This design comes from an exercise in tuning for small area, a short achievable clock period and few clock cycles per item on the open sky130 flow, not from production work. In this exercise RTL edits were held to simulation tests only and were not proved equivalent to the original.

==> flow/design.v (excerpt) <==
module multiplierIEEE754_verilog(
    op1,
    op2,
    in_rdy,
    res,
    res_rdy,
    clk,
    rst
    );
Size: ~3000 cells after synthesis, about 68 flip-flops, about 100 I/O pins.
==> flow/config.mk <==
export PLATFORM = sky130hd
export DESIGN_NAME = multiplierIEEE754_verilog
export DESIGN_NICKNAME = multiplierIEEE754_verilog
export VERILOG_FILES = /design/flow/design.v
export SDC_FILE = /design/flow/constraint.sdc
export NUM_CORES = 4
export LEC_CHECK = 0
export ABC_AREA = 1
export CAP_MARGIN = 20
export CORE_MARGIN = 2
export CORE_UTILIZATION = 40
export CTS_BUF_LIST = sky130_fd_sc_hd__clkbuf_4 sky130_fd_sc_hd__clkbuf_8
export PLACE_DENSITY = 0.7
export SETUP_SLACK_MARGIN = 2.5
export SLEW_MARGIN = 20
export SYNTH_HIERARCHICAL = 1
export TNS_END_PERCENT = 10
==> flow/constraint.sdc <==
create_clock -name core_clock -period 12.0 [get_ports {clk}]
set_input_delay 2.4000 -clock core_clock [delete_from_list [all_inputs] [get_ports {clk}]]
set_output_delay 2.4000 -clock core_clock [all_outputs]
set_load 0.01 [all_outputs]
standard.sh (not shown) runs the stock make flow with config.mk's settings and CLKGATE_MAP_FILE= SYNTH_SCRIPT=/design/flow/synth_recipe.tcl, a recipe that flattens the netlist after the stock synthesis.
==> flow/flow/run.sh <==
#!/bin/bash
# The standard layout (the standard.sh, all of ORFS from synthesis to
# finish), except that the input and output ports are buffered with buf_4
# cells instead of the cell buffer_ports picks by itself.
set -euo pipefail
bash standard.sh "BUFFER_PORTS_ARGS=-buffer_cell sky130_fd_sc_hd__buf_4" finish > standard_flow.log 2>&1
Testbench counts at the start, summed over its fixed seeds: cycles 6,488, items 3,200.
Change:
--- a/flow/config.mk
+++ b/flow/config.mk
@@ -14 +14 @@
-export SETUP_SLACK_MARGIN = 2.5
+export SETUP_SLACK_MARGIN = 3
@@ -17 +17 @@
-export TNS_END_PERCENT = 10
+export TNS_END_PERCENT = 0
- design area went up by 6.3%
- sequential share of layout area shrinks by 0.32 points
- core utilization goes up by 2.7 points
- non-clock buffer count went up by 48
- clock-buffer cell count grows by 1
- area after synthesis stays the same
- worst setup slack improves by 0.11 ns
- critical path depth came out lower by 5
- first-iteration DRC count rises by 44%
Change:
--- a/flow/config.mk
+++ b/flow/config.mk
@@ -13,2 +13 @@
-export PLACE_DENSITY = 0.7
-export SETUP_SLACK_MARGIN = 3
+export SETUP_SLACK_MARGIN = 2.5
@@ -17 +15,0 @@
-export TNS_END_PERCENT = 0
What happened: The new run finished clean; clock-buffer cell count drops by 1; critical path depth climbs by 3; cell area drops by 5.9%; via count drops by 7.2%; setup slack is worse by 0.17 ns; routed wire length drops by 8.6%; core utilization drops by 2.7 points; fmax drops by 1.8%; clock skew drops by 0.0070 ns.

---

north:
multiplierIEEE754_verilog again, from the RTL that the note above started with.
clock: 12.0 ns
lec_check: 0
abc_area: 1
cap_margin: 20
core_margin: 2
core_utilization: 40
cts_buf_list: sky130_fd_sc_hd__clkbuf_4 sky130_fd_sc_hd__clkbuf_8
place_density: 0.7
setup_slack_margin: 2.5
slew_margin: 20
synth_hierarchical: 1
==> flow/flow/run.sh <==
#!/bin/bash
# The standard layout (the standard.sh, all of ORFS from synthesis to
# finish), except that the input and output ports are buffered with buf_8
# cells instead of the cell buffer_ports picks by itself.
set -euo pipefail
bash standard.sh "BUFFER_PORTS_ARGS=-buffer_cell sky130_fd_sc_hd__buf_8" finish > standard_flow.log 2>&1
north was carried through to the last stage, and its layout satisfied the timing, design-rule and antenna checks.
Testbench counts of north, summed over its fixed seeds: cycles 6,488, items 3,200.
Changes in south relative to north:
Settings: CTS_BUF_LIST removed (was sky130_fd_sc_hd__clkbuf_4 sky130_fd_sc_hd__clkbuf_8); PLACE_DENSITY removed (was 0.7); CORE_UTILIZATION changed from 40 to 55.
==> flow/flow/run.sh <==
#!/bin/bash
# The standard layout (the standard.sh, all of ORFS from synthesis to
# finish), except that the input and output ports are buffered with buf_4
# cells instead of the cell buffer_ports picks by itself.
set -euo pipefail
bash standard.sh "BUFFER_PORTS_ARGS=-buffer_cell sky130_fd_sc_hd__buf_4" finish > standard_flow.log 2>&1
[summary]
For the via density per instance, south came in about 7% higher than north did. Share of cells above drive strength 1, south and north, lower one = north. The core of south is more densely filled than that of north.

---

## oak
multiplierIEEE754_verilog again, from the RTL that the note above started with.
## multiplierIEEE754_verilog
module multiplierIEEE754_verilog(
    op1,
    op2,
    in_rdy,
    res,
    res_rdy,
    clk,
    rst
    );
==> flow/config.mk <==
export PLATFORM = sky130hd
export DESIGN_NAME = multiplierIEEE754_verilog
export DESIGN_NICKNAME = multiplierIEEE754_verilog
export VERILOG_FILES = /design/flow/design.v
export SDC_FILE = /design/flow/constraint.sdc
export NUM_CORES = 4
export LEC_CHECK = 0
export ABC_AREA = 1
export CAP_MARGIN = 20
export CORE_MARGIN = 2
export CORE_UTILIZATION = 40
export CTS_BUF_LIST = sky130_fd_sc_hd__clkbuf_4 sky130_fd_sc_hd__clkbuf_8
export PLACE_DENSITY = 0.85
export SETUP_SLACK_MARGIN = 2.5
export SLEW_MARGIN = 20
export SYNTH_HIERARCHICAL = 1
==> flow/constraint.sdc <==
create_clock -name core_clock -period 12.0 [get_ports {clk}]
set_input_delay 2.4000 -clock core_clock [delete_from_list [all_inputs] [get_ports {clk}]]
set_output_delay 2.4000 -clock core_clock [all_outputs]
set_load 0.01 [all_outputs]
==> flow/flow/run.sh <==
#!/bin/bash
# The standard layout (the standard.sh, all of ORFS from synthesis to
# finish), except that the input and output ports are buffered with buf_4
# cells instead of the cell buffer_ports picks by itself.
set -euo pipefail
bash standard.sh "BUFFER_PORTS_ARGS=-buffer_cell sky130_fd_sc_hd__buf_4" finish > standard_flow.log 2>&1
Testbench counts of oak, summed over its fixed seeds: cycles 6,488, items 3,200.
### oak -> pine
Settings: PLACE_DENSITY removed (was 0.85); CTS_BUF_LIST removed (was sky130_fd_sc_hd__clkbuf_4 sky130_fd_sc_hd__clkbuf_8); ABC_AREA removed (was 1).
==> comparison <==
pine: fmax lower than oak. When pine is measured against oak, its longest individual stage delay on the worst path turns out 0.03 ns lower. Measured against each other, oak and pine differ in least setup slack across all paths after layout, the higher figure coming from oak. The higher count of clock-buffer cells in the layout came out of pine. Diff oak -> pine: synthesized cell count shows a reduction of 390; number of storage elements in the synthesis netlist ~0 delta. Row share of the clock period used by the worst path after layout: pine higher / oak lower. Diff pine..oak | largest buffer count on any clock path | unchanged. For the clock latency at the later pin of the worst-skew pair, pine came in 0.05 ns lower than oak did.
[inputs] birch vs pine
Settings: an added PLACE_DENSITY of 0.7; an added TNS_END_PERCENT of 0; an added CTS_BUF_LIST of sky130_fd_sc_hd__clkbuf_4 sky130_fd_sc_hd__clkbuf_8; an added ABC_AREA of 1.
## What came out
- birch: no failed stages, no open violations at the end
- The run showing the smaller first-iteration DRC count is birch.
- Count of multi-input combinational gates: birch > pine
- Compared with pine, placed wire-length estimate after detailed placement in birch decreased by a few percent.
- Between birch and pine, the core utilization is lower for birch.
- Relative to pine, the cell area measured on birch has decreased by a little under 10%.
[inputs] maple vs birch
Settings: a deleted TNS_END_PERCENT that had been 0; a deleted PLACE_DENSITY that had been 0.7; a change of SETUP_SLACK_MARGIN from 2.5 to 2.75; a deleted CTS_BUF_LIST that had been sky130_fd_sc_hd__clkbuf_4 sky130_fd_sc_hd__clkbuf_8.
## What came out
Re die area: no difference whatsoever between maple and birch. For met2 wirelength from detailed routing, dividing the value from birch by the value from maple gives 0.881. maple ended with less worst hold slack across all endpoints than birch.

[re-timing with driven ports]
No port has a modelled driver above. Below, the same layouts with a new extraction and two added sets of constraints. Step 1, drivers: a clkbuf_16 drives clk and a buf_2 each remaining input, both assumed. Step 2, shift: input delay + t, output delay - t, t = (earliest + latest rising clock arrival at the registers) / 2. This alone moves slack from input paths to output paths. Slacks: ideal ports / drivers / drivers and shift; pairs: ideal ports / drivers.
run	t, ns	setup WS [ns]	worst setup path at the end	slew at the worst register clock pin (ns)
the first run of note 1	0.435	2.839 / 2.825 / 2.389	input to register	0.10 / 0.10
the second run of note 1	0.430	2.953 / 2.724 / 2.294	input to register	0.10 / 0.10
the third run of note 1	0.442	2.788 / 2.747 / 2.305	input to register	0.10 / 0.10
north	0.436	2.653 / 2.632 / 2.196	input to register	0.11 / 0.11
south	0.396	2.690 / 2.668 / 2.272	input to register	0.07 / 0.07
oak	0.418	2.709 / 2.692 / 2.274	input to register	0.09 / 0.09
pine	0.374	2.001 / 1.921 / 1.547	input to register	0.06 / 0.06
birch	0.436	2.767 / 2.731 / 2.294	input to register	0.11 / 0.11
maple	0.405	2.889 / 2.698 / 2.293	input to register	0.09 / 0.09
After both steps setup and hold are still met in every run listed. For the second run of note 1, which loses most, drivers alone change the setup slack by -0.229 ns; drivers and shift together by -0.659 ns.
